What follows belongs to an exercise in optimizing a design on an open flow for small area; a production flow would make more cautious choices.
In this exercise RTL edits were held to simulation tests only and were not proved equivalent to the original.
No driver is modelled on the clock port, so clock power and skew are understated where the tree is cut down; a real chip needs a root buffer or a tree.
Power and IR drop assume default switching activity.

// uart_vector_processor
module uart_vector_processor #(
    parameter int BIT_RATE = 115200,
    parameter int CLK_FREQ = 1_843_200,
    parameter int MAX_VECT_SIZE = 8,
    parameter int MAX_MAT_ROWS = 4,
    parameter int MAX_MAT_COLS = 4
)(
    input wire clk,
    input wire resetn,
    input wire uart_rx,
    output wire uart_tx,
    output wire led_busy,
    output wire led_rx_active,
    output wire led_tx_active,
    output wire led_error
);
For scale: roughly 850 cells after synthesis, ~550 flip-flops.
clock: 100.0 ns
lec_check: 0
abc_clock_period_in_ps: 1000000
cap_margin: 20
core_margin: 2
core_utilization: 40
cts_cluster_diameter: 100
cts_cluster_size: 35
slew_margin: 20
run.sh (not shown) runs the stock make flow with config.mk's settings and CLKGATE_MAP_FILE= SYNTH_SCRIPT=/design/flow/synth_recipe.tcl, a recipe that flattens the netlist after the stock synthesis.
Change:
==> flow/flow/run.sh (new file) <==
#!/bin/bash
# Own layout flow: the standard ORFS flow (standard.sh), with
#  - synthesis unchanged except that ABC maps the logic with an area-oriented
#    script (flow/abc_area.script) instead of ORFS's speed script; registers
#    are mapped before ABC runs, so they are the standard synthesis's;
#  - smaller port buffers and no CTS dummy loads.
# Each tool's output goes to a log file in the work folder (and ORFS's own
# logs under orfs/logs).
set -euo pipefail
W=$(pwd)

# ORFS scripts, with ABC's script replaced
rm -rf "$W/scripts_area"
cp -r "$FLOW_HOME/scripts" "$W/scripts_area"
cp "$W/flow/abc_area.script" "$W/scripts_area/abc_speed.script"

bash standard.sh SCRIPTS_DIR="$W/scripts_area" synth > "$W/synth.log" 2>&1

export BUFFER_PORTS_ARGS="-buffer_cell sky130_fd_sc_hd__buf_1"
export CTS_ARGS="-sink_clustering_enable -repair_clock_nets -sink_clustering_size 38 -sink_clustering_max_diameter 60 -dont_use_dummy_load"
bash standard.sh > "$W/layout.log" 2>&1
==> flow/flow/abc_area.script (new file) <==
strash
ifraig
dc2
dch -f
map -a
topo
==> flow/standard.sh (new file) <==
#!/bin/bash
# synth_recipe.tcl (not shown) runs the flow's synth.tcl, then flattens the netlist and writes it again
# the make line also repeats each setting of config.mk as NAME=value (left out here)
make -C /OpenROAD-flow-scripts/flow DESIGN_CONFIG=/design/flow/config.mk WORK_HOME=/design/flow/orfs CLKGATE_MAP_FILE= SYNTH_SCRIPT=/design/flow/synth_recipe.tcl "${@:-finish}"
Settings changed: ABC_CLOCK_PERIOD_IN_PS 1000000 to not set, CTS_CLUSTER_DIAMETER 100 to not set, CTS_CLUSTER_SIZE 35 to not set.
removed: flow/run.sh
The changed run finished with timing, DRC and antenna clean; routed wire length drops by 6.1%; final area drops by 1.6%; count of clock-buffer cells in the layout climbs by 6.
Change:
==> flow/run.sh (new file) <==
#!/bin/bash
# synth_recipe.tcl (not shown) runs the flow's synth.tcl, then flattens the netlist and writes it again
# the make line also repeats each setting of config.mk as NAME=value (left out here)
make -C /OpenROAD-flow-scripts/flow DESIGN_CONFIG=/design/flow/config.mk WORK_HOME=/design/flow/orfs CLKGATE_MAP_FILE= SYNTH_SCRIPT=/design/flow/synth_recipe.tcl finish
Settings changed: CTS_CLUSTER_DIAMETER set to 100, CTS_CLUSTER_SIZE set to 35.
removed: flow/flow/run.sh
removed: flow/flow/abc_area.script
removed: flow/standard.sh
The new run finished clean.
Non-clock buffer count climbs by 1.
First-iteration DRC count drops by a little under a tenth.
Global-route usage climbs by 0.25 points.
Cell area climbs slightly.
Fmax climbs slightly.
Die area climbs by a few percent.
Final cell count drops by a few percent.
Total power drops by about a fifth.
Setup slack is better by 0.14 ns.
Hold slack is better by 0.063 ns.
Change:
==> flow/flow/run.sh (new file) <==
#!/bin/bash
# Own layout flow: the standard ORFS flow (standard.sh), with
#  - synthesis unchanged except that ABC maps the logic with an area-oriented
#    script (flow/abc_area.script) instead of ORFS's speed script; registers
#    are mapped before ABC runs, so they are the standard synthesis's;
#  - smaller port buffers and no CTS dummy loads.
# Each tool's output goes to a log file in the work folder (and ORFS's own
# logs under orfs/logs).
set -euo pipefail
W=$(pwd)

# ORFS scripts, with ABC's script replaced
rm -rf "$W/scripts_area"
cp -r "$FLOW_HOME/scripts" "$W/scripts_area"
cp "$W/flow/abc_area.script" "$W/scripts_area/abc_speed.script"

bash standard.sh SCRIPTS_DIR="$W/scripts_area" synth > "$W/synth.log" 2>&1

export BUFFER_PORTS_ARGS="-buffer_cell sky130_fd_sc_hd__buf_1"
export CTS_ARGS="-sink_clustering_enable -repair_clock_nets -sink_clustering_max_diameter 100 -dont_use_dummy_load -sink_clustering_size 34 -buf_list sky130_fd_sc_hd__buf_12"
bash standard.sh > "$W/layout.log" 2>&1
==> flow/flow/abc_area.script (new file) <==
strash
ifraig
dc2
dch -f
map -a
topo
==> flow/standard.sh (new file) <==
#!/bin/bash
# synth_recipe.tcl (not shown) runs the flow's synth.tcl, then flattens the netlist and writes it again
# the make line also repeats each setting of config.mk as NAME=value (left out here)
make -C /OpenROAD-flow-scripts/flow DESIGN_CONFIG=/design/flow/config.mk WORK_HOME=/design/flow/orfs CLKGATE_MAP_FILE= SYNTH_SCRIPT=/design/flow/synth_recipe.tcl "${@:-finish}"
removed: flow/run.sh
=> The new run finished clean; wire length is lower by about 6%; global-route usage goes down by 0.34 points; hold slack got worse by 0.073 ns; cell count is higher by about 1.6%; die area shrinks by 2.8%; synthesized area shrinks by about 3%; cell area fell by about 3.5%; setup slack degrades by 0.22 ns; core utilization drops by 0.23 points; non-clock buffer count decreases by 1.


## old
uart_vector_processor, a different RTL version from the one above (not shown whole).
Size in the first run: about 900 cells after synthesis, ~550 flip-flops, ~8 I/O pins, ~13000 um2 of cells after synthesis.
clock: 100.0 ns
lec_check: 0
cap_margin: 20
core_margin: 2
core_utilization: 40
cts_cluster_diameter: 100
cts_cluster_size: 35
slew_margin: 20
standard.sh (not shown) runs the stock make flow with config.mk's settings and CLKGATE_MAP_FILE= SYNTH_SCRIPT=/design/flow/synth_recipe.tcl, a recipe that flattens the netlist after the stock synthesis.
==> flow/flow/run.sh <==
#!/bin/bash
# Own layout flow: the standard ORFS flow (standard.sh), with
#  - synthesis unchanged except that ABC maps the logic with an area-oriented
#    script (flow/abc_area.script: deepsyn AIG optimisation, then area
#    mapping) instead of ORFS's speed script; registers
#    are mapped before ABC runs, so they are the standard synthesis's;
#  - smaller port buffers, no CTS dummy loads, buf_12 clock buffers, and the
#    clock tree's intermediate level removed (root buffer drives the leaf
#    buffers directly).
# Each tool's output goes to a log file in the work folder (and ORFS's own
# logs under orfs/logs).
set -euo pipefail
W=$(pwd)

# ORFS scripts, with ABC's script replaced
rm -rf "$W/scripts_area"
cp -r "$FLOW_HOME/scripts" "$W/scripts_area"
cp "$W/flow/abc_area.script" "$W/scripts_area/abc_speed.script"

bash standard.sh SCRIPTS_DIR="$W/scripts_area" synth > "$W/synth.log" 2>&1

export BUFFER_PORTS_ARGS="-buffer_cell sky130_fd_sc_hd__buf_1"
export CTS_ARGS="-sink_clustering_enable -repair_clock_nets -sink_clustering_size 33 -sink_clustering_max_diameter 100 -dont_use_dummy_load -buf_list sky130_fd_sc_hd__buf_12"
bash standard.sh cts > "$W/place_cts.log" 2>&1

CTS_ODB=$(ls -d "$W"/orfs/results/*/uart_vector_processor/base)/4_cts.odb
CTS_ODB="$CTS_ODB" openroad -no_init -exit "$W/flow/flatten_ctree.tcl" > "$W/flatten_ctree.log" 2>&1

bash standard.sh > "$W/layout.log" 2>&1
==> flow/flow/abc_area.script <==
strash
&get -n
&deepsyn -I 2 -J 1000
&put
dch -f
map -a
topo
Other scripts of this flow, unchanged in this note and not shown: flow/flow/flatten_ctree.tcl
[inputs] new vs old
-- flow/flow/run.sh --
<<< old, line 2
# Own layout flow: the standard ORFS flow (standard.sh), with
#  - synthesis unchanged except that ABC maps the logic with an area-oriented
#    script (flow/abc_area.script: deepsyn AIG optimisation, then area
#    mapping) instead of ORFS's speed script; registers
#    are mapped before ABC runs, so they are the standard synthesis's;
#  - smaller port buffers, no CTS dummy loads, buf_12 clock buffers, and the
>>> new, line 2
# Own layout flow: the standard ORFS flow (standard.sh), with
#  - synthesis unchanged except that ABC maps the logic with an area-oriented
#    script (flow/abc_area.script) instead of ORFS's speed script; registers
#    are mapped before ABC runs, so they are the standard synthesis's;
#  - smaller port buffers, no CTS dummy loads, buf_12 clock buffers, and the
==> flow/flow/abc_area.script <==
strash
ifraig
dc2
dch -f
map -a
topo
--- outcome ---
new: setup slack of the worst register-to-register path is 400 ps lower than what old reported. Die area: old vs new — no meaningful difference. On total power, new tracks old almost exactly. new vs old: critical path data required time up. new gives more critical path depth than old did. Cmp new and old / largest fanout on the critical path / lower: old.

[re-timing with driven ports]
The flow's constraints put no driver on any port. The routed layouts listed below were extracted and timed again, unchanged, in two steps.
Step 1, drivers: a clkbuf_16 drives clk and a buf_2 each remaining input, both assumed.
Step 2 also shifts input and output timing later by t, the mid clock arrival at the registers, as if the neighbouring blocks saw the same clock.
Three values: ideal ports, drivers, drivers and shift; two values: the first two.
| run | t (ns) | setup slack, ns | hold WS [ns] | worst setup path after step 2 |
|---|---|---|---|---|
| the first run of note 1 | 0.575 | 77.546 / 77.502 / 77.461 | 0.322 / 0.322 / 0.322 | input to register |
| the second run of note 1 | 0.579 | 77.409 / 77.427 / 76.848 | 0.259 / 0.259 / 0.259 | input to register |
| the third run of note 1 | 0.575 | 77.546 / 77.502 / 77.461 | 0.322 / 0.322 / 0.322 | input to register |
| the fourth run of note 1 | 0.495 | 77.330 / 77.349 / 76.855 | 0.249 / 0.249 / 0.249 | input to register |
| old | 0.513 | 77.750 / 77.702 / 77.376 | 0.310 / 0.310 / 0.310 | input to register |
| new | 0.498 | 77.452 / 77.471 / 76.972 | 0.286 / 0.286 / 0.286 | input to register |
After both steps setup and hold are still met in every run listed. For the second run of note 1, which loses most, drivers alone change the setup slack by +0.018 ns; drivers and shift together by -0.561 ns.
